This design comes from an exercise in tuning for small area, a short achievable clock period and few clock cycles per item on the open sky130 flow, not from production work. No functional check of the RTL was part of any run shown here.

[design/flow/run.sh]
#!/bin/bash
# synth_recipe.tcl (not shown) runs the flow's synth.tcl, then flattens the netlist and writes it again
# the make line also repeats each setting of config.mk as NAME=value (left out here)
make -C /OpenROAD-flow-scripts/flow DESIGN_CONFIG=/design/flow/config.mk WORK_HOME=/design/flow/orfs CLKGATE_MAP_FILE= SYNTH_SCRIPT=/design/flow/synth_recipe.tcl finish
[design/flow/config.mk]
export PLATFORM = sky130hd
export DESIGN_NAME = main
export DESIGN_NICKNAME = main
export VERILOG_FILES = /design/flow/design.v
export SDC_FILE = /design/flow/constraint.sdc
export NUM_CORES = 4
export LEC_CHECK = 0
export ABC_AREA = 1
export CAP_MARGIN = 20
export CORE_MARGIN = 2
export CORE_UTILIZATION = 40
export SETUP_SLACK_MARGIN = 3.5
export SLEW_MARGIN = 20
[design/flow/constraint.sdc]
create_clock -name core_clock -period 13.0 [get_ports {clk}]
set_input_delay 2.6000 -clock core_clock [delete_from_list [all_inputs] [get_ports {clk}]]
set_output_delay 2.6000 -clock core_clock [all_outputs]
set_load 0.01 [all_outputs]
[design/flow/design.v]
module bmul (
    input wire [13:0] a,
    input wire [15:0] b,
    input wire neg,
    output wire [15:0] p
);
    wire [16:0] be = {b, 1'b0};
    wire [14:0] ae = {a[13], a};
    wire n0 = be[2] ^ neg;
    wire o0 = be[1] ^ be[0];
    wire t0 = (be[2] & ~be[1] & ~be[0]) | (~be[2] & be[1] & be[0]);
    wire p0_0 = (o0 & ae[0]) ^ n0;
    wire p0_1 = ((o0 & ae[1]) | (t0 & ae[0])) ^ n0;
    wire p0_2 = ((o0 & ae[2]) | (t0 & ae[1])) ^ n0;
    wire p0_3 = ((o0 & ae[3]) | (t0 & ae[2])) ^ n0;
    wire p0_4 = ((o0 & ae[4]) | (t0 & ae[3])) ^ n0;
    wire p0_5 = ((o0 & ae[5]) | (t0 & ae[4])) ^ n0;
    wire p0_6 = ((o0 & ae[6]) | (t0 & ae[5])) ^ n0;
    wire p0_7 = ((o0 & ae[7]) | (t0 & ae[6])) ^ n0;
    wire p0_8 = ((o0 & ae[8]) | (t0 & ae[7])) ^ n0;
    wire p0_9 = ((o0 & ae[9]) | (t0 & ae[8])) ^ n0;
    wire p0_10 = ((o0 & ae[10]) | (t0 & ae[9])) ^ n0;
    wire p0_11 = ((o0 & ae[11]) | (t0 & ae[10])) ^ n0;
    wire p0_12 = ((o0 & ae[12]) | (t0 & ae[11])) ^ n0;
    wire p0_13 = ((o0 & ae[13]) | (t0 & ae[12])) ^ n0;
    wire p0_14 = ~(((o0 & ae[14]) | (t0 & ae[13])) ^ n0);
    wire n1 = be[4] ^ neg;
    wire o1 = be[3] ^ be[2];
    wire t1 = (be[4] & ~be[3] & ~be[2]) | (~be[4] & be[3] & be[2]);
    wire p1_0 = (o1 & ae[0]) ^ n1;
    wire p1_1 = ((o1 & ae[1]) | (t1 & ae[0])) ^ n1;
    wire p1_2 = ((o1 & ae[2]) | (t1 & ae[1])) ^ n1;
    wire p1_3 = ((o1 & ae[3]) | (t1 & ae[2])) ^ n1;
    wire p1_4 = ((o1 & ae[4]) | (t1 & ae[3])) ^ n1;
    wire p1_5 = ((o1 & ae[5]) | (t1 & ae[4])) ^ n1;
    wire p1_6 = ((o1 & ae[6]) | (t1 & ae[5])) ^ n1;
    wire p1_7 = ((o1 & ae[7]) | (t1 & ae[6])) ^ n1;
    wire p1_8 = ((o1 & ae[8]) | (t1 & ae[7])) ^ n1;
    wire p1_9 = ((o1 & ae[9]) | (t1 & ae[8])) ^ n1;
    wire p1_10 = ((o1 & ae[10]) | (t1 & ae[9])) ^ n1;
    wire p1_11 = ((o1 & ae[11]) | (t1 & ae[10])) ^ n1;
    wire p1_12 = ((o1 & ae[12]) | (t1 & ae[11])) ^ n1;
    wire p1_13 = ((o1 & ae[13]) | (t1 & ae[12])) ^ n1;
    wire p1_14 = ~(((o1 & ae[14]) | (t1 & ae[13])) ^ n1);
    wire n2 = be[6] ^ neg;
    wire o2 = be[5] ^ be[4];
    wire t2 = (be[6] & ~be[5] & ~be[4]) | (~be[6] & be[5] & be[4]);
    wire p2_0 = (o2 & ae[0]) ^ n2;
    wire p2_1 = ((o2 & ae[1]) | (t2 & ae[0])) ^ n2;
    wire p2_2 = ((o2 & ae[2]) | (t2 & ae[1])) ^ n2;
    wire p2_3 = ((o2 & ae[3]) | (t2 & ae[2])) ^ n2;
    wire p2_4 = ((o2 & ae[4]) | (t2 & ae[3])) ^ n2;
    wire p2_5 = ((o2 & ae[5]) | (t2 & ae[4])) ^ n2;
    wire p2_6 = ((o2 & ae[6]) | (t2 & ae[5])) ^ n2;
    wire p2_7 = ((o2 & ae[7]) | (t2 & ae[6])) ^ n2;
    wire p2_8 = ((o2 & ae[8]) | (t2 & ae[7])) ^ n2;
    wire p2_9 = ((o2 & ae[9]) | (t2 & ae[8])) ^ n2;
    wire p2_10 = ((o2 & ae[10]) | (t2 & ae[9])) ^ n2;
    wire p2_11 = ((o2 & ae[11]) | (t2 & ae[10])) ^ n2;
    wire p2_12 = ((o2 & ae[12]) | (t2 & ae[11])) ^ n2;
    wire p2_13 = ((o2 & ae[13]) | (t2 & ae[12])) ^ n2;
    wire p2_14 = ~(((o2 & ae[14]) | (t2 & ae[13])) ^ n2);
    wire n3 = be[8] ^ neg;
    wire o3 = be[7] ^ be[6];
    wire t3 = (be[8] & ~be[7] & ~be[6]) | (~be[8] & be[7] & be[6]);
    wire p3_0 = (o3 & ae[0]) ^ n3;
    wire p3_1 = ((o3 & ae[1]) | (t3 & ae[0])) ^ n3;
    wire p3_2 = ((o3 & ae[2]) | (t3 & ae[1])) ^ n3;
    wire p3_3 = ((o3 & ae[3]) | (t3 & ae[2])) ^ n3;
    wire p3_4 = ((o3 & ae[4]) | (t3 & ae[3])) ^ n3;
    wire p3_5 = ((o3 & ae[5]) | (t3 & ae[4])) ^ n3;
    wire p3_6 = ((o3 & ae[6]) | (t3 & ae[5])) ^ n3;
    wire p3_7 = ((o3 & ae[7]) | (t3 & ae[6])) ^ n3;
    wire p3_8 = ((o3 & ae[8]) | (t3 & ae[7])) ^ n3;
    wire p3_9 = ((o3 & ae[9]) | (t3 & ae[8])) ^ n3;
    wire p3_10 = ((o3 & ae[10]) | (t3 & ae[9])) ^ n3;
    wire p3_11 = ((o3 & ae[11]) | (t3 & ae[10])) ^ n3;
    wire p3_12 = ((o3 & ae[12]) | (t3 & ae[11])) ^ n3;
    wire p3_13 = ((o3 & ae[13]) | (t3 & ae[12])) ^ n3;
    wire p3_14 = ~(((o3 & ae[14]) | (t3 & ae[13])) ^ n3);
    wire n4 = be[10] ^ neg;
    wire o4 = be[9] ^ be[8];
    wire t4 = (be[10] & ~be[9] & ~be[8]) | (~be[10] & be[9] & be[8]);
    wire p4_0 = (o4 & ae[0]) ^ n4;
    wire p4_1 = ((o4 & ae[1]) | (t4 & ae[0])) ^ n4;
    wire p4_2 = ((o4 & ae[2]) | (t4 & ae[1])) ^ n4;
    wire p4_3 = ((o4 & ae[3]) | (t4 & ae[2])) ^ n4;
    wire p4_4 = ((o4 & ae[4]) | (t4 & ae[3])) ^ n4;
    wire p4_5 = ((o4 & ae[5]) | (t4 & ae[4])) ^ n4;
    wire p4_6 = ((o4 & ae[6]) | (t4 & ae[5])) ^ n4;
    wire p4_7 = ((o4 & ae[7]) | (t4 & ae[6])) ^ n4;
    wire p4_8 = ((o4 & ae[8]) | (t4 & ae[7])) ^ n4;
    wire p4_9 = ((o4 & ae[9]) | (t4 & ae[8])) ^ n4;
    wire p4_10 = ((o4 & ae[10]) | (t4 & ae[9])) ^ n4;
    wire p4_11 = ((o4 & ae[11]) | (t4 & ae[10])) ^ n4;
    wire p4_12 = ((o4 & ae[12]) | (t4 & ae[11])) ^ n4;
    wire p4_13 = ((o4 & ae[13]) | (t4 & ae[12])) ^ n4;
    wire p4_14 = ~(((o4 & ae[14]) | (t4 & ae[13])) ^ n4);
    wire n5 = be[12] ^ neg;
    wire o5 = be[11] ^ be[10];
    wire t5 = (be[12] & ~be[11] & ~be[10]) | (~be[12] & be[11] & be[10]);
    wire p5_0 = (o5 & ae[0]) ^ n5;
    wire p5_1 = ((o5 & ae[1]) | (t5 & ae[0])) ^ n5;
    wire p5_2 = ((o5 & ae[2]) | (t5 & ae[1])) ^ n5;
    wire p5_3 = ((o5 & ae[3]) | (t5 & ae[2])) ^ n5;
    wire p5_4 = ((o5 & ae[4]) | (t5 & ae[3])) ^ n5;
    wire p5_5 = ((o5 & ae[5]) | (t5 & ae[4])) ^ n5;
    wire p5_6 = ((o5 & ae[6]) | (t5 & ae[5])) ^ n5;
    wire p5_7 = ((o5 & ae[7]) | (t5 & ae[6])) ^ n5;
    wire p5_8 = ((o5 & ae[8]) | (t5 & ae[7])) ^ n5;
    wire p5_9 = ((o5 & ae[9]) | (t5 & ae[8])) ^ n5;
    wire p5_10 = ((o5 & ae[10]) | (t5 & ae[9])) ^ n5;
    wire p5_11 = ((o5 & ae[11]) | (t5 & ae[10])) ^ n5;
    wire p5_12 = ((o5 & ae[12]) | (t5 & ae[11])) ^ n5;
    wire p5_13 = ((o5 & ae[13]) | (t5 & ae[12])) ^ n5;
    wire p5_14 = ~(((o5 & ae[14]) | (t5 & ae[13])) ^ n5);
    wire n6 = be[14] ^ neg;
    wire o6 = be[13] ^ be[12];
    wire t6 = (be[14] & ~be[13] & ~be[12]) | (~be[14] & be[13] & be[12]);
    wire p6_0 = (o6 & ae[0]) ^ n6;
    wire p6_1 = ((o6 & ae[1]) | (t6 & ae[0])) ^ n6;
    wire p6_2 = ((o6 & ae[2]) | (t6 & ae[1])) ^ n6;
    wire p6_3 = ((o6 & ae[3]) | (t6 & ae[2])) ^ n6;
    wire p6_4 = ((o6 & ae[4]) | (t6 & ae[3])) ^ n6;
    wire p6_5 = ((o6 & ae[5]) | (t6 & ae[4])) ^ n6;
    wire p6_6 = ((o6 & ae[6]) | (t6 & ae[5])) ^ n6;
    wire p6_7 = ((o6 & ae[7]) | (t6 & ae[6])) ^ n6;
    wire p6_8 = ((o6 & ae[8]) | (t6 & ae[7])) ^ n6;
    wire p6_9 = ((o6 & ae[9]) | (t6 & ae[8])) ^ n6;
    wire p6_10 = ((o6 & ae[10]) | (t6 & ae[9])) ^ n6;
    wire p6_11 = ((o6 & ae[11]) | (t6 & ae[10])) ^ n6;
    wire p6_12 = ((o6 & ae[12]) | (t6 & ae[11])) ^ n6;
    wire p6_13 = ((o6 & ae[13]) | (t6 & ae[12])) ^ n6;
    wire p6_14 = ~(((o6 & ae[14]) | (t6 & ae[13])) ^ n6);
    wire n7 = be[16] ^ neg;
    wire o7 = be[15] ^ be[14];
    wire t7 = (be[16] & ~be[15] & ~be[14]) | (~be[16] & be[15] & be[14]);
    wire p7_0 = (o7 & ae[0]) ^ n7;
    wire p7_1 = ((o7 & ae[1]) | (t7 & ae[0])) ^ n7;
    wire p7_2 = ((o7 & ae[2]) | (t7 & ae[1])) ^ n7;
    wire p7_3 = ((o7 & ae[3]) | (t7 & ae[2])) ^ n7;
    wire p7_4 = ((o7 & ae[4]) | (t7 & ae[3])) ^ n7;
    wire p7_5 = ((o7 & ae[5]) | (t7 & ae[4])) ^ n7;
    wire p7_6 = ((o7 & ae[6]) | (t7 & ae[5])) ^ n7;
    wire p7_7 = ((o7 & ae[7]) | (t7 & ae[6])) ^ n7;
    wire p7_8 = ((o7 & ae[8]) | (t7 & ae[7])) ^ n7;
    wire p7_9 = ((o7 & ae[9]) | (t7 & ae[8])) ^ n7;
    wire p7_10 = ((o7 & ae[10]) | (t7 & ae[9])) ^ n7;
    wire p7_11 = ((o7 & ae[11]) | (t7 & ae[10])) ^ n7;
    wire p7_12 = ((o7 & ae[12]) | (t7 & ae[11])) ^ n7;
    wire w1 = 1'b1 ^ n7;
    wire w2 = 1'b1 & n7;
    wire w3 = n5 ^ p0_10;
    wire w4 = n5 & p0_10;
    wire w5 = p0_11 ^ p1_9;
    wire w6 = p0_11 & p1_9;
    wire w7 = n6 ^ p0_12 ^ p1_10;
    wire w8 = (n6 & p0_12) | (n6 & p1_10) | (p0_12 & p1_10);
    wire w9 = p2_8 ^ p3_6;
    wire w10 = p2_8 & p3_6;
    wire w11 = p0_13 ^ p1_11 ^ p2_9;
    wire w12 = (p0_13 & p1_11) | (p0_13 & p2_9) | (p1_11 & p2_9);
    wire w13 = p3_7 ^ p4_5;
    wire w14 = p3_7 & p4_5;
    wire w15 = w1 ^ p0_14 ^ p1_12;
    wire w16 = (w1 & p0_14) | (w1 & p1_12) | (p0_14 & p1_12);
    wire w17 = p2_10 ^ p3_8 ^ p4_6;
    wire w18 = (p2_10 & p3_8) | (p2_10 & p4_6) | (p3_8 & p4_6);
    wire w19 = p5_4 ^ p6_2;
    wire w20 = p5_4 & p6_2;
    wire w21 = 1'b1 ^ w2 ^ p1_13;
    wire w22 = (1'b1 & w2) | (1'b1 & p1_13) | (w2 & p1_13);
    wire w23 = p2_11 ^ p3_9 ^ p4_7;
    wire w24 = (p2_11 & p3_9) | (p2_11 & p4_7) | (p3_9 & p4_7);
    wire w25 = p5_5 ^ p6_3 ^ p7_1;
    wire w26 = (p5_5 & p6_3) | (p5_5 & p7_1) | (p6_3 & p7_1);
    wire w27 = p1_14 ^ p2_12 ^ p3_10;
    wire w28 = (p1_14 & p2_12) | (p1_14 & p3_10) | (p2_12 & p3_10);
    wire w29 = p4_8 ^ p5_6 ^ p6_4;
    wire w30 = (p4_8 & p5_6) | (p4_8 & p6_4) | (p5_6 & p6_4);
    wire w31 = 1'b1 ^ p2_13 ^ p3_11;
    wire w32 = (1'b1 & p2_13) | (1'b1 & p3_11) | (p2_13 & p3_11);
    wire w33 = p4_9 ^ p5_7;
    wire w34 = p4_9 & p5_7;
    wire w35 = p2_14 ^ p3_12 ^ p4_10;
    wire w36 = (p2_14 & p3_12) | (p2_14 & p4_10) | (p3_12 & p4_10);
    wire w37 = 1'b1 ^ p3_13;
    wire w38 = 1'b1 & p3_13;
    wire w39 = n3 ^ p0_6;
    wire w40 = n3 & p0_6;
    wire w41 = p0_7 ^ p1_5;
    wire w42 = p0_7 & p1_5;
    wire w43 = n4 ^ p0_8 ^ p1_6;
    wire w44 = (n4 & p0_8) | (n4 & p1_6) | (p0_8 & p1_6);
    wire w45 = p2_4 ^ p3_2;
    wire w46 = p2_4 & p3_2;
    wire w47 = p0_9 ^ p1_7 ^ p2_5;
    wire w48 = (p0_9 & p1_7) | (p0_9 & p2_5) | (p1_7 & p2_5);
    wire w49 = p3_3 ^ p4_1;
    wire w50 = p3_3 & p4_1;
    wire w51 = p1_8 ^ p2_6 ^ p3_4;
    wire w52 = (p1_8 & p2_6) | (p1_8 & p3_4) | (p2_6 & p3_4);
    wire w53 = p4_2 ^ p5_0 ^ w3;
    wire w54 = (p4_2 & p5_0) | (p4_2 & w3) | (p5_0 & w3);
    wire w55 = p2_7 ^ p3_5 ^ p4_3;
    wire w56 = (p2_7 & p3_5) | (p2_7 & p4_3) | (p3_5 & p4_3);
    wire w57 = p5_1 ^ w4 ^ w5;
    wire w58 = (p5_1 & w4) | (p5_1 & w5) | (w4 & w5);
    wire w59 = p4_4 ^ p5_2 ^ p6_0;
    wire w60 = (p4_4 & p5_2) | (p4_4 & p6_0) | (p5_2 & p6_0);
    wire w61 = w6 ^ w9 ^ w7;
    wire w62 = (w6 & w9) | (w6 & w7) | (w9 & w7);
    wire w63 = p5_3 ^ p6_1 ^ w10;
    wire w64 = (p5_3 & p6_1) | (p5_3 & w10) | (p6_1 & w10);
    wire w65 = w13 ^ w8 ^ w11;
    wire w66 = (w13 & w8) | (w13 & w11) | (w8 & w11);
    wire w67 = p7_0 ^ w14 ^ w19;
    wire w68 = (p7_0 & w14) | (p7_0 & w19) | (w14 & w19);
    wire w69 = w12 ^ w15 ^ w17;
    wire w70 = (w12 & w15) | (w12 & w17) | (w15 & w17);
    wire w71 = w20 ^ w16 ^ w18;
    wire w72 = (w20 & w16) | (w20 & w18) | (w16 & w18);
    wire w73 = w21 ^ w23 ^ w25;
    wire w74 = (w21 & w23) | (w21 & w25) | (w23 & w25);
    wire w75 = p7_2 ^ w22 ^ w24;
    wire w76 = (p7_2 & w22) | (p7_2 & w24) | (w22 & w24);
    wire w77 = w26 ^ w27 ^ w29;
    wire w78 = (w26 & w27) | (w26 & w29) | (w27 & w29);
    wire w79 = p6_5 ^ p7_3 ^ w33;
    wire w80 = (p6_5 & p7_3) | (p6_5 & w33) | (p7_3 & w33);
    wire w81 = w28 ^ w30 ^ w31;
    wire w82 = (w28 & w30) | (w28 & w31) | (w30 & w31);
    wire w83 = p5_8 ^ p6_6 ^ p7_4;
    wire w84 = (p5_8 & p6_6) | (p5_8 & p7_4) | (p6_6 & p7_4);
    wire w85 = w34 ^ w32 ^ w35;
    wire w86 = (w34 & w32) | (w34 & w35) | (w32 & w35);
    wire w87 = p4_11 ^ p5_9 ^ p6_7;
    wire w88 = (p4_11 & p5_9) | (p4_11 & p6_7) | (p5_9 & p6_7);
    wire w89 = p7_5 ^ w37 ^ w36;
    wire w90 = (p7_5 & w37) | (p7_5 & w36) | (w37 & w36);
    wire w91 = p3_14 ^ p4_12 ^ p5_10;
    wire w92 = (p3_14 & p4_12) | (p3_14 & p5_10) | (p4_12 & p5_10);
    wire w93 = p6_8 ^ p7_6 ^ w38;
    wire w94 = (p6_8 & p7_6) | (p6_8 & w38) | (p7_6 & w38);
    wire w95 = 1'b1 ^ p4_13 ^ p5_11;
    wire w96 = (1'b1 & p4_13) | (1'b1 & p5_11) | (p4_13 & p5_11);
    wire w97 = p6_9 ^ p7_7;
    wire w98 = p6_9 & p7_7;
    wire w99 = p4_14 ^ p5_12 ^ p6_10;
    wire w100 = (p4_14 & p5_12) | (p4_14 & p6_10) | (p5_12 & p6_10);
    wire w101 = 1'b1 ^ p5_13;
    wire w102 = 1'b1 & p5_13;
    wire w103 = n2 ^ p0_4;
    wire w104 = n2 & p0_4;
    wire w105 = p0_5 ^ p1_3;
    wire w106 = p0_5 & p1_3;
    wire w107 = p1_4 ^ p2_2 ^ p3_0;
    wire w108 = (p1_4 & p2_2) | (p1_4 & p3_0) | (p2_2 & p3_0);
    wire w109 = p2_3 ^ p3_1 ^ w40;
    wire w110 = (p2_3 & p3_1) | (p2_3 & w40) | (p3_1 & w40);
    wire w111 = p4_0 ^ w42 ^ w45;
    wire w112 = (p4_0 & w42) | (p4_0 & w45) | (w42 & w45);
    wire w113 = w46 ^ w49 ^ w44;
    wire w114 = (w46 & w49) | (w46 & w44) | (w49 & w44);
    wire w115 = w50 ^ w48 ^ w51;
    wire w116 = (w50 & w48) | (w50 & w51) | (w48 & w51);
    wire w117 = w52 ^ w55 ^ w54;
    wire w118 = (w52 & w55) | (w52 & w54) | (w55 & w54);
    wire w119 = w56 ^ w59 ^ w58;
    wire w120 = (w56 & w59) | (w56 & w58) | (w59 & w58);
    wire w121 = w60 ^ w63 ^ w62;
    wire w122 = (w60 & w63) | (w60 & w62) | (w63 & w62);
    wire w123 = w64 ^ w67 ^ w66;
    wire w124 = (w64 & w67) | (w64 & w66) | (w67 & w66);
    wire w125 = w68 ^ w70 ^ w71;
    wire w126 = (w68 & w70) | (w68 & w71) | (w70 & w71);
    wire w127 = w72 ^ w74 ^ w75;
    wire w128 = (w72 & w74) | (w72 & w75) | (w74 & w75);
    wire w129 = w79 ^ w76 ^ w78;
    wire w130 = (w79 & w76) | (w79 & w78) | (w76 & w78);
    wire w131 = w83 ^ w80 ^ w82;
    wire w132 = (w83 & w80) | (w83 & w82) | (w80 & w82);
    wire w133 = w84 ^ w87 ^ w86;
    wire w134 = (w84 & w87) | (w84 & w86) | (w87 & w86);
    wire w135 = w88 ^ w91 ^ w93;
    wire w136 = (w88 & w91) | (w88 & w93) | (w91 & w93);
    wire w137 = w97 ^ w92 ^ w95;
    wire w138 = (w97 & w92) | (w97 & w95) | (w92 & w95);
    wire w139 = p7_8 ^ w98 ^ w96;
    wire w140 = (p7_8 & w98) | (p7_8 & w96) | (w98 & w96);
    wire w141 = p6_11 ^ p7_9 ^ w101;
    wire w142 = (p6_11 & p7_9) | (p6_11 & w101) | (p7_9 & w101);
    wire w143 = p5_14 ^ p6_12 ^ p7_10;
    wire w144 = (p5_14 & p6_12) | (p5_14 & p7_10) | (p6_12 & p7_10);
    wire w145 = 1'b1 ^ p6_13;
    wire w146 = 1'b1 & p6_13;
    wire w147 = n1 ^ p0_2;
    wire w148 = n1 & p0_2;
    wire w149 = p0_3 ^ p1_1;
    wire w150 = p0_3 & p1_1;
    wire w151 = p1_2 ^ p2_0 ^ w103;
    wire w152 = (p1_2 & p2_0) | (p1_2 & w103) | (p2_0 & w103);
    wire w153 = p2_1 ^ w104 ^ w105;
    wire w154 = (p2_1 & w104) | (p2_1 & w105) | (w104 & w105);
    wire w155 = w106 ^ w39 ^ w107;
    wire w156 = (w106 & w39) | (w106 & w107) | (w39 & w107);
    wire w157 = w41 ^ w108 ^ w109;
    wire w158 = (w41 & w108) | (w41 & w109) | (w108 & w109);
    wire w159 = w43 ^ w110 ^ w111;
    wire w160 = (w43 & w110) | (w43 & w111) | (w110 & w111);
    wire w161 = w47 ^ w112 ^ w113;
    wire w162 = (w47 & w112) | (w47 & w113) | (w112 & w113);
    wire w163 = w53 ^ w114 ^ w115;
    wire w164 = (w53 & w114) | (w53 & w115) | (w114 & w115);
    wire w165 = w57 ^ w116 ^ w117;
    wire w166 = (w57 & w116) | (w57 & w117) | (w116 & w117);
    wire w167 = w61 ^ w118 ^ w119;
    wire w168 = (w61 & w118) | (w61 & w119) | (w118 & w119);
    wire w169 = w65 ^ w120 ^ w121;
    wire w170 = (w65 & w120) | (w65 & w121) | (w120 & w121);
    wire w171 = w69 ^ w122 ^ w123;
    wire w172 = (w69 & w122) | (w69 & w123) | (w122 & w123);
    wire w173 = w73 ^ w124 ^ w125;
    wire w174 = (w73 & w124) | (w73 & w125) | (w124 & w125);
    wire w175 = w77 ^ w126 ^ w127;
    wire w176 = (w77 & w126) | (w77 & w127) | (w126 & w127);
    wire w177 = w81 ^ w128 ^ w129;
    wire w178 = (w81 & w128) | (w81 & w129) | (w128 & w129);
    wire w179 = w85 ^ w130 ^ w131;
    wire w180 = (w85 & w130) | (w85 & w131) | (w130 & w131);
    wire w181 = w89 ^ w132 ^ w133;
    wire w182 = (w89 & w132) | (w89 & w133) | (w132 & w133);
    wire w183 = w90 ^ w135 ^ w134;
    wire w184 = (w90 & w135) | (w90 & w134) | (w135 & w134);
    wire w185 = w94 ^ w137 ^ w136;
    wire w186 = (w94 & w137) | (w94 & w136) | (w137 & w136);
    wire w187 = w99 ^ w138 ^ w139;
    wire w188 = (w99 & w138) | (w99 & w139) | (w138 & w139);
    wire w189 = w100 ^ w141 ^ w140;
    wire w190 = (w100 & w141) | (w100 & w140) | (w141 & w140);
    wire w191 = w102 ^ w143 ^ w142;
    wire w192 = (w102 & w143) | (w102 & w142) | (w143 & w142);
    wire w193 = p7_11 ^ w145 ^ w144;
    wire w194 = (p7_11 & w145) | (p7_11 & w144) | (w145 & w144);
    wire w195 = p6_14 ^ p7_12 ^ w146;
    wire w196 = (p6_14 & p7_12) | (p6_14 & w146) | (p7_12 & w146);
    wire [26:0] sx = {w194, w192, w190, w188, w186, w184, w182, w180, w178, w176, w174, w172, w170, w168, w166, w164, w162, w160, w158, w156, w154, w152, w150, w148, w147, p0_1, n0};
    wire [26:0] sy = {w195, w193, w191, w189, w187, w185, w183, w181, w179, w177, w175, w173, w171, w169, w167, w165, w163, w161, w159, w157, w155, w153, w151, w149, p1_0, 1'b0, p0_0};
    wire [26:0] sum = sx + sy;
    assign p = sum[26:11];
endmodule
module pre85 (
    input wire [14:0] X2,
    output wire [9:0] u1
);
    wire w1 = X2[0] ^ X2[2];
    wire w2 = X2[0] & X2[2];
    wire w3 = X2[1] ^ X2[3];
    wire w4 = X2[1] & X2[3];
    wire w5 = X2[2] ^ X2[4];
    wire w6 = X2[2] & X2[4];
    wire w7 = X2[3] ^ X2[5];
    wire w8 = X2[3] & X2[5];
    wire w9 = X2[4] ^ X2[6];
    wire w10 = X2[4] & X2[6];
    wire w11 = X2[5] ^ X2[7];
    wire w12 = X2[5] & X2[7];
    wire w13 = X2[6] ^ X2[8];
    wire w14 = X2[6] & X2[8];
    wire w15 = X2[7] ^ X2[9];
    wire w16 = X2[7] & X2[9];
    wire w17 = X2[8] ^ X2[10];
    wire w18 = X2[8] & X2[10];
    wire w19 = X2[0] ^ X2[2];
    wire w20 = X2[0] & X2[2];
    wire w21 = X2[1] ^ X2[3];
    wire w22 = X2[1] & X2[3];
    wire w23 = X2[4] ^ X2[6] ^ X2[0];
    wire w24 = (X2[4] & X2[6]) | (X2[4] & X2[0]) | (X2[6] & X2[0]);
    wire w25 = X2[5] ^ X2[7] ^ w2;
    wire w26 = (X2[5] & X2[7]) | (X2[5] & w2) | (X2[7] & w2);
    wire w27 = X2[6] ^ X2[8] ^ w4;
    wire w28 = (X2[6] & X2[8]) | (X2[6] & w4) | (X2[8] & w4);
    wire w29 = X2[7] ^ X2[9] ^ w6;
    wire w30 = (X2[7] & X2[9]) | (X2[7] & w6) | (X2[9] & w6);
    wire w31 = X2[8] ^ X2[10] ^ w8;
    wire w32 = (X2[8] & X2[10]) | (X2[8] & w8) | (X2[10] & w8);
    wire w33 = X2[9] ^ X2[11] ^ w10;
    wire w34 = (X2[9] & X2[11]) | (X2[9] & w10) | (X2[11] & w10);
    wire w35 = X2[10] ^ X2[12] ^ w12;
    wire w36 = (X2[10] & X2[12]) | (X2[10] & w12) | (X2[12] & w12);
    wire w37 = X2[11] ^ X2[13] ^ w14;
    wire w38 = (X2[11] & X2[13]) | (X2[11] & w14) | (X2[13] & w14);
    wire w39 = X2[12] ^ X2[14] ^ w16;
    wire w40 = (X2[12] & X2[14]) | (X2[12] & w16) | (X2[14] & w16);
    wire w41 = X2[9] ^ X2[11] ^ X2[13];
    wire w42 = (X2[9] & X2[11]) | (X2[9] & X2[13]) | (X2[11] & X2[13]);
    wire w43 = X2[10] ^ X2[12];
    wire w44 = X2[10] & X2[12];
    wire w45 = X2[0] ^ X2[2];
    wire w46 = X2[0] & X2[2];
    wire w47 = X2[1] ^ X2[3];
    wire w48 = X2[1] & X2[3];
    wire w49 = X2[4] ^ X2[0] ^ w19;
    wire w50 = (X2[4] & X2[0]) | (X2[4] & w19) | (X2[0] & w19);
    wire w51 = X2[5] ^ w20 ^ w21;
    wire w52 = (X2[5] & w20) | (X2[5] & w21) | (w20 & w21);
    wire w53 = w22 ^ w1 ^ w23;
    wire w54 = (w22 & w1) | (w22 & w23) | (w1 & w23);
    wire w55 = w3 ^ w24 ^ w25;
    wire w56 = (w3 & w24) | (w3 & w25) | (w24 & w25);
    wire w57 = w5 ^ w26 ^ w27;
    wire w58 = (w5 & w26) | (w5 & w27) | (w26 & w27);
    wire w59 = w7 ^ w28 ^ w29;
    wire w60 = (w7 & w28) | (w7 & w29) | (w28 & w29);
    wire w61 = w9 ^ w30 ^ w31;
    wire w62 = (w9 & w30) | (w9 & w31) | (w30 & w31);
    wire w63 = w11 ^ w32 ^ w33;
    wire w64 = (w11 & w32) | (w11 & w33) | (w32 & w33);
    wire w65 = w13 ^ w34 ^ w35;
    wire w66 = (w13 & w34) | (w13 & w35) | (w34 & w35);
    wire w67 = w15 ^ w36 ^ w37;
    wire w68 = (w15 & w36) | (w15 & w37) | (w36 & w37);
    wire w69 = w17 ^ w38 ^ w39;
    wire w70 = (w17 & w38) | (w17 & w39) | (w38 & w39);
    wire w71 = w18 ^ w41 ^ w40;
    wire w72 = (w18 & w41) | (w18 & w40) | (w41 & w40);
    wire w73 = X2[14] ^ w43 ^ w42;
    wire w74 = (X2[14] & w43) | (X2[14] & w42) | (w43 & w42);
    wire w75 = X2[11] ^ X2[13] ^ w44;
    wire w76 = (X2[11] & X2[13]) | (X2[11] & w44) | (X2[13] & w44);
    wire w77 = X2[12] ^ X2[14];
    wire w78 = X2[12] & X2[14];
    wire w79 = X2[0] & X2[0];
    wire w80 = X2[0] ^ X2[0];
    wire w81 = w45 & X2[0];
    wire w82 = w45 ^ X2[0];
    wire w83 = w46 & w47;
    wire w84 = w46 ^ w47;
    wire w85 = w48 & w49;
    wire w86 = w48 ^ w49;
    wire w87 = w50 & w51;
    wire w88 = w50 ^ w51;
    wire w89 = w52 & w53;
    wire w90 = w52 ^ w53;
    wire w91 = w54 & w55;
    wire w92 = w54 ^ w55;
    wire w93 = w56 & w57;
    wire w94 = w56 ^ w57;
    wire w95 = w58 & w59;
    wire w96 = w58 ^ w59;
    wire w97 = w60 & w61;
    wire w98 = w60 ^ w61;
    wire w99 = w62 & w63;
    wire w100 = w62 ^ w63;
    wire w101 = w64 & w65;
    wire w102 = w64 ^ w65;
    wire w103 = w66 & w67;
    wire w104 = w66 ^ w67;
    wire w105 = w68 & w69;
    wire w106 = w68 ^ w69;
    wire w107 = w70 & w71;
    wire w108 = w70 ^ w71;
    wire w109 = w72 & w73;
    wire w110 = w72 ^ w73;
    wire w111 = w74 & w75;
    wire w112 = w74 ^ w75;
    wire w113 = w76 & w77;
    wire w114 = w76 ^ w77;
    wire w115 = w78 & X2[13];
    wire w116 = w78 ^ X2[13];
    wire w117 = X2[1] & w79;
    wire w118 = w83 | (w84 & w81);
    wire w119 = w84 & w82;
    wire w120 = w87 | (w88 & w85);
    wire w121 = w88 & w86;
    wire w122 = w91 | (w92 & w89);
    wire w123 = w92 & w90;
    wire w124 = w95 | (w96 & w93);
    wire w125 = w96 & w94;
    wire w126 = w99 | (w100 & w97);
    wire w127 = w100 & w98;
    wire w128 = w103 | (w104 & w101);
    wire w129 = w104 & w102;
    wire w130 = w107 | (w108 & w105);
    wire w131 = w108 & w106;
    wire w132 = w111 | (w112 & w109);
    wire w133 = w112 & w110;
    wire w134 = w115 | (w116 & w113);
    wire w135 = w116 & w114;
    wire w136 = w81 | (w82 & w117);
    wire w137 = w118 | (w119 & w117);
    wire w138 = w89 | (w90 & w120);
    wire w139 = w90 & w121;
    wire w140 = w122 | (w123 & w120);
    wire w141 = w123 & w121;
    wire w142 = w97 | (w98 & w124);
    wire w143 = w98 & w125;
    wire w144 = w126 | (w127 & w124);
    wire w145 = w127 & w125;
    wire w146 = w105 | (w106 & w128);
    wire w147 = w106 & w129;
    wire w148 = w130 | (w131 & w128);
    wire w149 = w131 & w129;
    wire w150 = w113 | (w114 & w132);
    wire w151 = w114 & w133;
    wire w152 = w134 | (w135 & w132);
    wire w153 = w135 & w133;
    wire w154 = w85 | (w86 & w137);
    wire w155 = w120 | (w121 & w137);
    wire w156 = w138 | (w139 & w137);
    wire w157 = w140 | (w141 & w137);
    wire w158 = w101 | (w102 & w144);
    wire w159 = w102 & w145;
    wire w160 = w128 | (w129 & w144);
    wire w161 = w129 & w145;
    wire w162 = w146 | (w147 & w144);
    wire w163 = w147 & w145;
    wire w164 = w148 | (w149 & w144);
    wire w165 = w149 & w145;
    wire w166 = X2[14] & w152;
    wire w167 = X2[14] & w153;
    wire w168 = w93 | (w94 & w157);
    wire w169 = w124 | (w125 & w157);
    wire w170 = w142 | (w143 & w157);
    wire w171 = w144 | (w145 & w157);
    wire w172 = w158 | (w159 & w157);
    wire w173 = w160 | (w161 & w157);
    wire w174 = w162 | (w163 & w157);
    wire w175 = w164 | (w165 & w157);
    wire w176 = w109 | (w110 & w175);
    wire w177 = w132 | (w133 & w175);
    wire w178 = w150 | (w151 & w175);
    wire w179 = w152 | (w153 & w175);
    wire w180 = w166 | (w167 & w175);
    wire w181 = w100 ^ w170;
    wire w182 = w102 ^ w171;
    wire w183 = w104 ^ w172;
    wire w184 = w106 ^ w173;
    wire w185 = w108 ^ w174;
    wire w186 = w110 ^ w175;
    wire w187 = w112 ^ w176;
    wire w188 = w114 ^ w177;
    wire w189 = w116 ^ w178;
    wire w190 = X2[14] ^ w179;
    assign u1 = {w190, w189, w188, w187, w186, w185, w184, w183, w182, w181};
endmodule
module pre2 (
    input wire [13:0] T,
    input wire s,
    output wire [8:0] q
);
    wire [13:0] Tn = T ^ {14{~s}};
    wire sx = ~s & Tn[13];
    wire m3 = ~s & Tn[0];
    wire m4 = s ? T[0] : Tn[1];
    wire m5 = s ? T[1] : Tn[2];
    wire m6 = s ? T[2] : Tn[3];
    wire m7 = s ? T[3] : Tn[4];
    wire m8 = s ? T[4] : Tn[5];
    wire m9 = s ? T[5] : Tn[6];
    wire m10 = s ? T[6] : Tn[7];
    wire m11 = s ? T[7] : Tn[8];
    wire m12 = s ? T[8] : Tn[9];
    wire m13 = s ? T[9] : Tn[10];
    wire m14 = s ? T[10] : Tn[11];
    wire m15 = s ? T[11] : Tn[12];
    wire m16 = s ? T[12] : Tn[13];
    wire m17 = s ? T[13] : sx;
    wire w1 = s ^ ~s;
    wire w2 = s & ~s;
    wire w3 = s ^ m4;
    wire w4 = s & m4;
    wire w5 = s ^ m5;
    wire w6 = s & m5;
    wire w7 = s ^ m6;
    wire w8 = s & m6;
    wire w9 = s ^ m7;
    wire w10 = s & m7;
    wire w11 = s ^ m8;
    wire w12 = s & m8;
    wire w13 = s ^ ~s;
    wire w14 = s & ~s;
    wire w15 = s ^ Tn[1];
    wire w16 = s & Tn[1];
    wire w17 = s ^ Tn[2];
    wire w18 = s & Tn[2];
    wire w19 = m3 ^ Tn[3] ^ w1;
    wire w20 = (m3 & Tn[3]) | (m3 & w1) | (Tn[3] & w1);
    wire w21 = Tn[4] ^ w2 ^ w3;
    wire w22 = (Tn[4] & w2) | (Tn[4] & w3) | (w2 & w3);
    wire w23 = Tn[5] ^ w4 ^ w5;
    wire w24 = (Tn[5] & w4) | (Tn[5] & w5) | (w4 & w5);
    wire w25 = Tn[6] ^ w6 ^ w7;
    wire w26 = (Tn[6] & w6) | (Tn[6] & w7) | (w6 & w7);
    wire w27 = Tn[7] ^ w8 ^ w9;
    wire w28 = (Tn[7] & w8) | (Tn[7] & w9) | (w8 & w9);
    wire w29 = Tn[8] ^ w10 ^ w11;
    wire w30 = (Tn[8] & w10) | (Tn[8] & w11) | (w10 & w11);
    wire w31 = m9 ^ Tn[9] ^ w12;
    wire w32 = (m9 & Tn[9]) | (m9 & w12) | (Tn[9] & w12);
    wire w33 = m10 ^ Tn[10];
    wire w34 = m10 & Tn[10];
    wire w35 = m11 ^ Tn[11];
    wire w36 = m11 & Tn[11];
    wire w37 = m12 ^ Tn[12];
    wire w38 = m12 & Tn[12];
    wire w39 = m13 ^ Tn[13];
    wire w40 = m13 & Tn[13];
    wire w41 = m14 ^ sx;
    wire w42 = m14 & sx;
    wire w43 = m15 ^ sx;
    wire w44 = m15 & sx;
    wire w45 = m16 ^ sx;
    wire w46 = m16 & sx;
    wire w47 = m17 ^ sx;
    wire w48 = m17 & sx;
    wire w49 = w13 & Tn[0];
    wire w50 = w13 ^ Tn[0];
    wire w51 = w14 & w15;
    wire w52 = w14 ^ w15;
    wire w53 = w16 & w17;
    wire w54 = w16 ^ w17;
    wire w55 = w18 & w19;
    wire w56 = w18 ^ w19;
    wire w57 = w20 & w21;
    wire w58 = w20 ^ w21;
    wire w59 = w22 & w23;
    wire w60 = w22 ^ w23;
    wire w61 = w24 & w25;
    wire w62 = w24 ^ w25;
    wire w63 = w26 & w27;
    wire w64 = w26 ^ w27;
    wire w65 = w28 & w29;
    wire w66 = w28 ^ w29;
    wire w67 = w30 & w31;
    wire w68 = w30 ^ w31;
    wire w69 = w32 & w33;
    wire w70 = w32 ^ w33;
    wire w71 = w34 & w35;
    wire w72 = w34 ^ w35;
    wire w73 = w36 & w37;
    wire w74 = w36 ^ w37;
    wire w75 = w38 & w39;
    wire w76 = w38 ^ w39;
    wire w77 = w40 & w41;
    wire w78 = w40 ^ w41;
    wire w79 = w42 & w43;
    wire w80 = w42 ^ w43;
    wire w81 = w44 & w45;
    wire w82 = w44 ^ w45;
    wire w83 = w46 & w47;
    wire w84 = w46 ^ w47;
    wire w85 = w51 | (w52 & w49);
    wire w86 = w55 | (w56 & w53);
    wire w87 = w56 & w54;
    wire w88 = w59 | (w60 & w57);
    wire w89 = w60 & w58;
    wire w90 = w63 | (w64 & w61);
    wire w91 = w64 & w62;
    wire w92 = w67 | (w68 & w65);
    wire w93 = w68 & w66;
    wire w94 = w71 | (w72 & w69);
    wire w95 = w72 & w70;
    wire w96 = w75 | (w76 & w73);
    wire w97 = w76 & w74;
    wire w98 = w79 | (w80 & w77);
    wire w99 = w80 & w78;
    wire w100 = w83 | (w84 & w81);
    wire w101 = w84 & w82;
    wire w102 = w53 | (w54 & w85);
    wire w103 = w86 | (w87 & w85);
    wire w104 = w61 | (w62 & w88);
    wire w105 = w62 & w89;
    wire w106 = w90 | (w91 & w88);
    wire w107 = w91 & w89;
    wire w108 = w69 | (w70 & w92);
    wire w109 = w70 & w93;
    wire w110 = w94 | (w95 & w92);
    wire w111 = w95 & w93;
    wire w112 = w77 | (w78 & w96);
    wire w113 = w78 & w97;
    wire w114 = w98 | (w99 & w96);
    wire w115 = w99 & w97;
    wire w116 = w57 | (w58 & w103);
    wire w117 = w88 | (w89 & w103);
    wire w118 = w104 | (w105 & w103);
    wire w119 = w106 | (w107 & w103);
    wire w120 = w73 | (w74 & w110);
    wire w121 = w74 & w111;
    wire w122 = w96 | (w97 & w110);
    wire w123 = w97 & w111;
    wire w124 = w112 | (w113 & w110);
    wire w125 = w113 & w111;
    wire w126 = w114 | (w115 & w110);
    wire w127 = w115 & w111;
    wire w128 = w65 | (w66 & w119);
    wire w129 = w92 | (w93 & w119);
    wire w130 = w108 | (w109 & w119);
    wire w131 = w110 | (w111 & w119);
    wire w132 = w120 | (w121 & w119);
    wire w133 = w122 | (w123 & w119);
    wire w134 = w124 | (w125 & w119);
    wire w135 = w126 | (w127 & w119);
    wire w136 = w81 | (w82 & w135);
    wire w137 = w100 | (w101 & w135);
    wire w138 = w68 ^ w128;
    wire w139 = w70 ^ w129;
    wire w140 = w72 ^ w130;
    wire w141 = w74 ^ w131;
    wire w142 = w76 ^ w132;
    wire w143 = w78 ^ w133;
    wire w144 = w80 ^ w134;
    wire w145 = w82 ^ w135;
    wire w146 = w84 ^ w136;
    assign q = {w146, w145, w144, w143, w142, w141, w140, w139, w138};
endmodule
module main (
    input wire [15:0] v, x,
    input wire clk, reset, start,
    output wire done,
    output wire [15:0] final_result
);
    reg [5:0] p;
    reg done_r;
    reg [14:0] X2;
    reg [13:0] T;
    reg [15:0] F;
    wire [9:0] u1;
    pre85 p85 (.X2(X2), .u1(u1));
    wire [8:0] a23;
    pre2 p23 (.T(T), .s(p[2]), .q(a23));
    wire [8:0] t9 = T[8:0];
    wire k1 = (t9 != 9'd0), k2 = (t9 >= 9'd90), k3 = (t9 >= 9'd179);
    wire k4 = (t9 >= 9'd268), k5 = (t9 >= 9'd357), k6 = (t9 >= 9'd446);
    wire [2:0] a4 = {k4, (k2 & ~k4) | k6, (k1 & ~k2) | (k3 & ~k4) | (k5 & ~k6)};
    wire [13:0] ra = p[1] ? 14'd2048 : F[13:0];
    wire [13:0] rb = p[1] ? {1'b1, ~X2[14:1]} : T;
    wire [14:0] rc;
    wire [13:0] acc_n;
    assign rc[0] = p[1] & ~X2[0];
    genvar i;
    generate
        for (i = 0; i < 14; i = i + 1) begin : rip
            assign acc_n[i] = ra[i] ^ rb[i] ^ rc[i];
            assign rc[i+1] = (ra[i] & rb[i]) | (ra[i] & rc[i]) | (rb[i] & rc[i]);
        end
    endgenerate
    wire [13:0] accf = F[13:0] + T;
    wire [13:0] A = ({14{p[0]}} & x[13:0]) | ({14{p[1]}} & {4'b0, u1}) |
                    ({14{p[2] | p[3]}} & {5'b0, a23}) | ({14{p[4]}} & {11'b0, a4}) |
                    ({14{p[5]}} & accf);
    wire [15:0] B = ({16{p[0]}} & {{2{x[13]}}, x[13:0]}) | ({16{p[5]}} & v) |
                    ({16{~p[0] & ~p[5]}} & {1'b0, X2});
    wire [15:0] P;
    bmul mul (.a(A), .b(B), .neg(p[2] | p[4]), .p(P));
    always @(posedge clk) begin
        if (reset) begin
            p <= 6'b000001;
            done_r <= 1'b0;
        end else begin
            if (p[0]) begin
                if (start) begin p <= 6'b000010; done_r <= 1'b0; end
            end else begin
                p <= {p[4:0], p[5]};
                if (p[5]) done_r <= 1'b1;
            end
        end
    end
    always @(posedge clk) begin
        if (p[0]) X2 <= P[14:0];
        T <= P[13:0];
        if (p[5]) F <= P;
        else if (!p[0]) F[13:0] <= acc_n;
    end
    assign done = done_r;
    assign final_result = F;
endmodule
==> results.py, run 1 <==
metrics = {
    "status": {
        "status": "timing/DRC/antenna clean",
    },
    "worst_setup_path": {
        "endpoint_kind": "register",
        "crit_path_max_fanout": 11,
        "critPathArrivalTime_ps": 8880,
        "sort_of_element_at_the_start_of_the_critical_path": "primary input",
        "critPathKind": "in -> reg",
        "worst-endpoint-required_ps": 13050,
    },
    "timing": {
        "finalSetupTns_ps": 0,
        "drv_slew": 0,
        "final_period_minus_worst_setup_slack_ps": 8830,
        "fin_hold_ws_ps": 464,
        "max-slew-margin-rel": 0.318,
        "fin_skew_ps": 6.17,
        "final_min_period_over_clock_period": 0.679,
        "maximum_clock_rate_mhz": 113,
        "setup_viol_count_final": 0,
        "grt_setup_unrepaired": "false",
        "worst-slew-pin-transition_ps": 1020,
        "hold_viol": 0,
    },
    "die": {
        "rows": 64,
        "floorplan.die.width_um": 180,
        "start_util": 0.407,
        "dieArea_um2": 32600,
        "floorplan.die.height_um": 180,
        "ioPinCount": 52,
        "core_area_um2": 30600,
    },
    "global_routing": {
        "grt_start_max_net_pins": 54,
        "grtUsageTotal": 0.251,
        "grt_antenna_before_repair": 1,
        "globalRoute.totalOverflow": 0,
        "grt_first_pass_wirelength_mm": 64.4,
        "grt_pass1_vias": 11600,
    },
    "clock_network": {
        "cts_max_path_buffers": 2,
        "cts-hold-fix-buffers": 0,
        "postCtsSetupRepairBufs": 0,
        "htree_levels": 2,
        "cts_root_buf": "sky130_fd_sc_hd__clkbuf_16",
        "worst_skew_pair.late_latency_ps": 300,
        "cts_tree": "done",
        "numClockSinks": 52,
        "clk_pin_slew_worst_paths_ps": 70,
        "post_cts_resized": 0,
        "cts_made_buffers": 5,
    },
    "yosys": {
        "flop_and_latch_count_out_of_synthesis": 52,
        "most_frequently_used_flop_master_after_synthesis": "sky130_fd_sc_hd__edfxtp_1",
        "synth-edff-count": 31,
        "synthArstFlopShare": 0,
        "post_synth_instance_area_um2": 12500,
        "synth_sequential_area_ratio": 0.108,
        "synth_cell_types": 55,
        "synth_area_per_cell_um2": 6.87,
        "synth.yosys.warnings": 1,
        "syn_inst": 1814,
        "synthesis.nets": 2083,
    },
    "detailed_routing": {
        "via_per_inst": 5.34,
        "drt.antenna.violating_nets": 0,
        "drc_errors": 0,
        "vias": 12000,
        "wire_per_inst_um": 18.3,
        "detail_route.wirelength_mm": 41.0,
        "firstDrtPassIters": 5,
        "drt_iter0_drc": 1056,
    },
    "final_layout": {
        "fillCellCount": 3235,
        "design.final.nets": 2113,
        "share_of_layout_cells_above_drive_strength_1": 0.0553,
        "most_frequent_standard_cell_in_the_layout_excluding_fill_and_tap_cells": "sky130_fd_sc_hd__nand2_1",
        "finish.utilization": 0.440,
        "final_cell_area_um2": 13500,
        "syn_to_final_growth_pct": 8.09,
        "area_of_the_multi_input_gates_um2": 9620,
        "final-seq-area_um2": 1350,
        "commonest_non_fill_non_tap_cells_in_the_layout": "sky130_fd_sc_hd__nand2_1 (503), sky130_fd_sc_hd__inv_1 (326), sky130_fd_sc_hd__fa_1 (119)",
    },
    "place": {
        "gpl.final_weighted_congestion": 0.961,
        "dpl.hpwl_mm": 33.7,
        "placed_area_um2": 13300,
        "place.port_buffers": 49,
    },
    "job": {
        "max_cap_violations": 0,
    },
    "min_path": {
        "timing.hold.worst.class": "reg -> reg",
    },
}
-- synth_stat cells (6+ instances only) --
| library cell | instances | area share |
|---|---|---|
| sky130_fd_sc_hd__o22ai_1 | 48 | 0.024 |
| sky130_fd_sc_hd__inv_1 | 326 | 0.098 |
| sky130_fd_sc_hd__nand2_1 | 503 | 0.15 |
| sky130_fd_sc_hd__nor3_1 | 16 | 0.0064 |
| sky130_fd_sc_hd__nand4_1 | 6 | 0.0030 |
| sky130_fd_sc_hd__nor2_2 | 9 | 0.0045 |
| sky130_fd_sc_hd__nand3_1 | 96 | 0.039 |
| sky130_fd_sc_hd__nor2_1 | 98 | 0.030 |
| sky130_fd_sc_hd__fa_1 | 119 | 0.19 |
| sky130_fd_sc_hd__inv_2 | 9 | 0.0027 |
| sky130_fd_sc_hd__ha_1 | 115 | 0.12 |
| sky130_fd_sc_hd__o21ai_0 | 78 | 0.031 |
| sky130_fd_sc_hd__buf_2 | 14 | 0.0056 |
| sky130_fd_sc_hd__edfxtp_1 | 31 | 0.075 |
| sky130_fd_sc_hd__a21oi_1 | 78 | 0.031 |
| sky130_fd_sc_hd__o21ai_1 | 8 | 0.0032 |
| sky130_fd_sc_hd__dfxtp_1 | 21 | 0.034 |
| sky130_fd_sc_hd__or2_2 | 14 | 0.0070 |
| sky130_fd_sc_hd__nand2_2 | 27 | 0.014 |
| sky130_fd_sc_hd__and2_1 | 12 | 0.0060 |
| sky130_fd_sc_hd__o21a_1 | 8 | 0.0048 |
| sky130_fd_sc_hd__clkbuf_1 | 14 | 0.0042 |
| sky130_fd_sc_hd__xor2_1 | 91 | 0.064 |
-- per-stage QoR --
stage          cells  worst slack [ps]
2_1_floorplan   1814              4950
6_report        2242              4170
5_1_grt         2241              3580
3_5_place_dp    2233              3860
4_1_cts         2241              4140
3_3_place_gp    2233              3880
-- layer usage --
metal	global-route usage	wire, um	vias to the layer above
met2	0.403	18300	432
met1	0.359	18900	5721
met3	0.0376	2990	47
met4	0.0500	778	0
met5	0	0	-
li1	-	-	5768
-- final cells by class --
class	instances	area share
antenna	1	0.000186
clock buffer	6	0.00957
clock inverter	2	0.00121
inverter	337	0.0943
multi-input combinational	1387	0.714
sequential	52	0.100
tap	396	0.0368
timing repair buffer	61	0.0431
-- sequential cells by signal, summed over array words and instances (netlist names) --
register / count
F: 16
X2: 15
T: 14
p: 6
done_r: 1
-- final timing paths --
check,from,end,slack [ps],depth (start not counted)
hold reg to reg,done_r,done_r,460,2
setup reg to reg,X2[4],F[7],4250,43
hold / removal,done_r,done_r,460,2
setup / recovery,x[0],X2[12],4170,21
-- cells by family after synthesis --
group,Yosys count,share of synthesized area
adders and majority gates,234,0.307
AOI/OAI and AO/OA,254,0.118
buffers and inverters,375,0.119
xor gates and xnor gates,101,0.0740
and+or+nand+nor,798,0.273
DFF,52,0.108
-- worst max-delay path, cell delays in order --
cell	delay, ps
sky130_fd_sc_hd__clkdlybuf4s50_1	400
sky130_fd_sc_hd__nand2_1	140
sky130_fd_sc_hd__o21ai_1	100
sky130_fd_sc_hd__a21oi_2	410
sky130_fd_sc_hd__inv_2	270
sky130_fd_sc_hd__nor2_2	560
sky130_fd_sc_hd__inv_1	290
sky130_fd_sc_hd__o22ai_1	270
sky130_fd_sc_hd__xor2_1	230
sky130_fd_sc_hd__fa_1	470
sky130_fd_sc_hd__fa_1	420
sky130_fd_sc_hd__fa_1	510
sky130_fd_sc_hd__fa_1	420
sky130_fd_sc_hd__ha_1	390
sky130_fd_sc_hd__a21oi_1	290
sky130_fd_sc_hd__o21ai_0	210
sky130_fd_sc_hd__inv_1	140
sky130_fd_sc_hd__a21oi_1	110
sky130_fd_sc_hd__a211oi_1	300
sky130_fd_sc_hd__nand3_1	160
sky130_fd_sc_hd__and2_1	190
==> run 2, diff against run 1 <==
==> design/flow/flow/run.sh (new file) <==
#!/bin/bash
# The standard layout, with plain buffers on the ports instead of the delay
# cells buffer_ports picks by default. Every tool's output goes to
# standard_flow.log in this folder.
set -euo pipefail
export BUFFER_PORTS_ARGS="-buffer_cell sky130_fd_sc_hd__buf_2"
bash standard.sh > standard_flow.log 2>&1
==> design/flow/standard.sh (new file) <==
#!/bin/bash
# synth_recipe.tcl (not shown) runs the flow's synth.tcl, then flattens the netlist and writes it again
# the make line also repeats each setting of config.mk as NAME=value (left out here)
make -C /OpenROAD-flow-scripts/flow DESIGN_CONFIG=/design/flow/config.mk WORK_HOME=/design/flow/orfs CLKGATE_MAP_FILE= SYNTH_SCRIPT=/design/flow/synth_recipe.tcl "${@:-finish}"
removed: design/flow/run.sh
==> run 2 against run 1 <==
  * Still clean
  * Final cell count about the same
  * Routed wire length shrank 1.1%
  * Synthesized area unchanged
  * Flip-flop and latch count is the same
  * Synthesized cell count did not move
  * Core utilization is 0.81 points lower
  * Sequential share of layout area grew 0.19 points
  * Setup slack improved by 3.2 ps
  * Maximum frequency is essentially flat
  * Critical path depth rose by 22
  * Die area did not move
==> results.py, run 2 <==
metrics = {
    "global_routing": {
        "grtUsageTotal": 0.247,
        "grt_antenna_before_repair": 0,
        "grt_first_pass_wirelength_mm": 63.7,
        "grt_start_max_net_pins": 54,
        "globalRoute.totalOverflow": 0,
        "grt_pass1_vias": 11500,
    },
    "yosys": {
        "most_frequently_used_flop_master_after_synthesis": "sky130_fd_sc_hd__edfxtp_1",
        "synthesis.nets": 2083,
        "synth.top_cells.by_area": "sky130_fd_sc_hd__fa_1 (19%), sky130_fd_sc_hd__nand2_1 (15%), sky130_fd_sc_hd__ha_1 (12%)",
        "synth.most_common_cell": "sky130_fd_sc_hd__nand2_1",
        "synth_area_per_cell_um2": 6.87,
        "synth_sequential_area_ratio": 0.108,
        "synth-edff-count": 31,
        "synth_cell_types": 55,
        "syn_inst": 1814,
        "synthDominantAreaCellType": "sky130_fd_sc_hd__fa_1",
        "yosys-top-cells-count": "sky130_fd_sc_hd__nand2_1 (503), sky130_fd_sc_hd__inv_1 (326), sky130_fd_sc_hd__fa_1 (119), sky130_fd_sc_hd__ha_1 (115), sky130_fd_sc_hd__nor2_1 (98)",
        "synthDominantCellAreaShare": 0.191,
        "flop_and_latch_count_out_of_synthesis": 52,
        "synthArstFlopShare": 0,
        "post_synth_instance_area_um2": 12500,
        "synth.yosys.warnings": 1,
    },
    "clock_network": {
        "cts_tree": "done",
        "numClockSinks": 52,
        "clk_pin_slew_worst_paths_ps": 80,
        "postCtsSetupRepairBufs": 0,
        "htree_levels": 2,
        "worst_skew_pair.late_latency_ps": 310,
        "post_cts_resized": 0,
        "cts_max_path_buffers": 2,
        "cts_root_buf": "sky130_fd_sc_hd__clkbuf_16",
        "cts_made_buffers": 5,
        "cts-hold-fix-buffers": 0,
    },
    "die": {
        "floorplan.die.width_um": 180,
        "start_util": 0.407,
        "core_area_um2": 30600,
        "rows": 64,
        "ioPinCount": 52,
        "dieArea_um2": 32600,
        "floorplan.die.height_um": 180,
    },
    "min_path": {
        "hold_path.startpoint": "done_r",
        "timing.hold.worst.class": "reg -> reg",
        "hold-path-cell-count": 2,
    },
    "final_layout": {
        "share_of_layout_cells_above_drive_strength_1": 0.0819,
        "design.final.nets": 2112,
        "regMostFlops": "F",
        "antenna_cells": 0,
        "commonest_non_fill_non_tap_cells_in_the_layout": "sky130_fd_sc_hd__nand2_1 (503), sky130_fd_sc_hd__inv_1 (326), sky130_fd_sc_hd__fa_1 (119)",
        "largest_registers": "F (16), X2 (15), T (14)",
        "most_frequent_standard_cell_in_the_layout_excluding_fill_and_tap_cells": "sky130_fd_sc_hd__nand2_1",
        "syn_to_final_growth_pct": 6.11,
        "fillCellCount": 3180,
        "largest_reg_flops": 16,
    },
    "timing": {
        "max-slew-margin-rel": 0.417,
        "drv_slew": 0,
        "final_period_minus_worst_setup_slack_ps": 8830,
        "setup_slack_ps": 4170,
        "worst-slew-pin-transition_ps": 871,
        "fin_hold_ws_ps": 452,
        "grt_setup_unrepaired": "false",
        "hold_viol": 0,
        "maximum_clock_rate_mhz": 113,
        "fin_skew_ps": 8.87,
        "setup_viol_count_final": 0,
        "finalSetupTns_ps": 0,
        "final_min_period_over_clock_period": 0.679,
    },
    "worst_setup_path": {
        "critPathArrivalTime_ps": 8980,
        "critPathKind": "reg -> reg",
        "crit_path_leading_delay_family": "adder cells",
        "r2r.worst_path.cells": 43,
        "worst_setup_path_startpoint": "X2[6]",
        "cpMaxStageDelayCell": "sky130_fd_sc_hd__edfxtp_1",
        "sort_of_element_at_the_start_of_the_critical_path": "register",
        "crit_path_max_fanout": 16,
        "timing.critical_path.depth": 43,
        "timing.critical_path.slowest_cell_delay_ps": 650,
        "worst-endpoint-required_ps": 13150,
        "worstReg2RegStart": "X2[6]",
        "endpoint_kind": "register",
        "cp.buffers_inverters": 8,
    },
    "detailed_routing": {
        "via_per_inst": 5.36,
        "vias": 12000,
        "firstDrtPassIters": 5,
        "wire_per_inst_um": 18.1,
        "drt_iter0_drc": 1028,
        "drc_errors": 0,
        "detail_route.wirelength_mm": 40.5,
        "drt.antenna.violating_nets": 0,
    },
    "job": {
        "max_cap_violations": 0,
    },
    "status": {
        "status": "timing/DRC/antenna clean",
    },
    "place": {
        "place_ws_ps": 4220,
        "place.port_buffers": 49,
        "gpl.final_weighted_congestion": 0.943,
        "dpl.hpwl_mm": 33.2,
    },
}
-- run 2: per-stage QoR --
step / std cells / utilization / instance area (um^2)
2_1_floorplan: 1814 / - / 12500
4_1_cts: 2240 / 0.432 / 13200
3_5_place_dp: 2232 / 0.427 / 13100
5_1_grt: 2240 / 0.432 / 13200
3_3_place_gp: 2232 / 0.427 / 13100
6_report: 2240 / 0.432 / 13200
-- run 2: final timing paths --
path                               end  slack (ps)
worst max-delay path              F[7]        4170
worst min-delay path            done_r         450
worst max register to register    F[7]        4170
worst min register to register  done_r         450
-- run 2: per-layer routing --
metal | wire length, um | vias to the layer above | share of wire | track usage
met5 | 0 | - | 0 | 0
met4 | 1270 | 0 | 0.031 | 0.0810
li1 | - | 5772 | - | -
met2 | 19200 | 469 | 0.47 | 0.417
met1 | 17500 | 5693 | 0.43 | 0.334
met3 | 2630 | 69 | 0.065 | 0.0218
-- run 2: layout make-up --
type                    count  area [um^2]  share of cell area
clock inverters             3         28.8             0.00218
inverters                 337         1270              0.0961
flip-flops and latches     52         1350               0.102
clock buffers               5          125             0.00947
repair buffers             60          328              0.0248
multi-input cells        1387         9620               0.728
well taps                 396          495              0.0375
-- run 2: tightest hold or removal path, stage by stage, from the launching register on --
cell                      delay [ps]
sky130_fd_sc_hd__dfxtp_1         310
sky130_fd_sc_hd__inv_1            50
sky130_fd_sc_hd__a21oi_1          50
-- run 2: cell families after synthesis --
family                     share of synthesized area
AOI/OAI and AO/OA                              0.118
xor gates and xnor gates                      0.0740
adders and majority gates                      0.307
buffers and inverters                          0.119
and+or+nand+nor                                0.273
DFF                                            0.108

static timing again, ports no longer ideal:
The results above use ideal ports. As a check the final layouts listed here were re-extracted and re-timed, cells and wires unchanged. Step 1, drivers: a clkbuf_16 drives clk and a buf_2 each remaining input, both assumed. Step 2 times the ports against the registers' clock, not the clock port: input delays grow and output delays shrink by t, the midpoint of the rising clock arrivals with the driver on. a / b / c = ideal / step 1 / step 2; a / b = the first two.
run	t, ns	slack for setup (ns)	clock arrival spread, ns
run 1	0.334	4.169 / 4.176 / 3.842	0.007 / 0.006
run 2	0.340	4.172 / 4.172 / 4.172	0.009 / 0.009
After both steps every run listed still meets setup and hold. For run 1, which loses most, drivers alone change the setup slack by +0.007 ns; drivers and shift together by -0.327 ns.
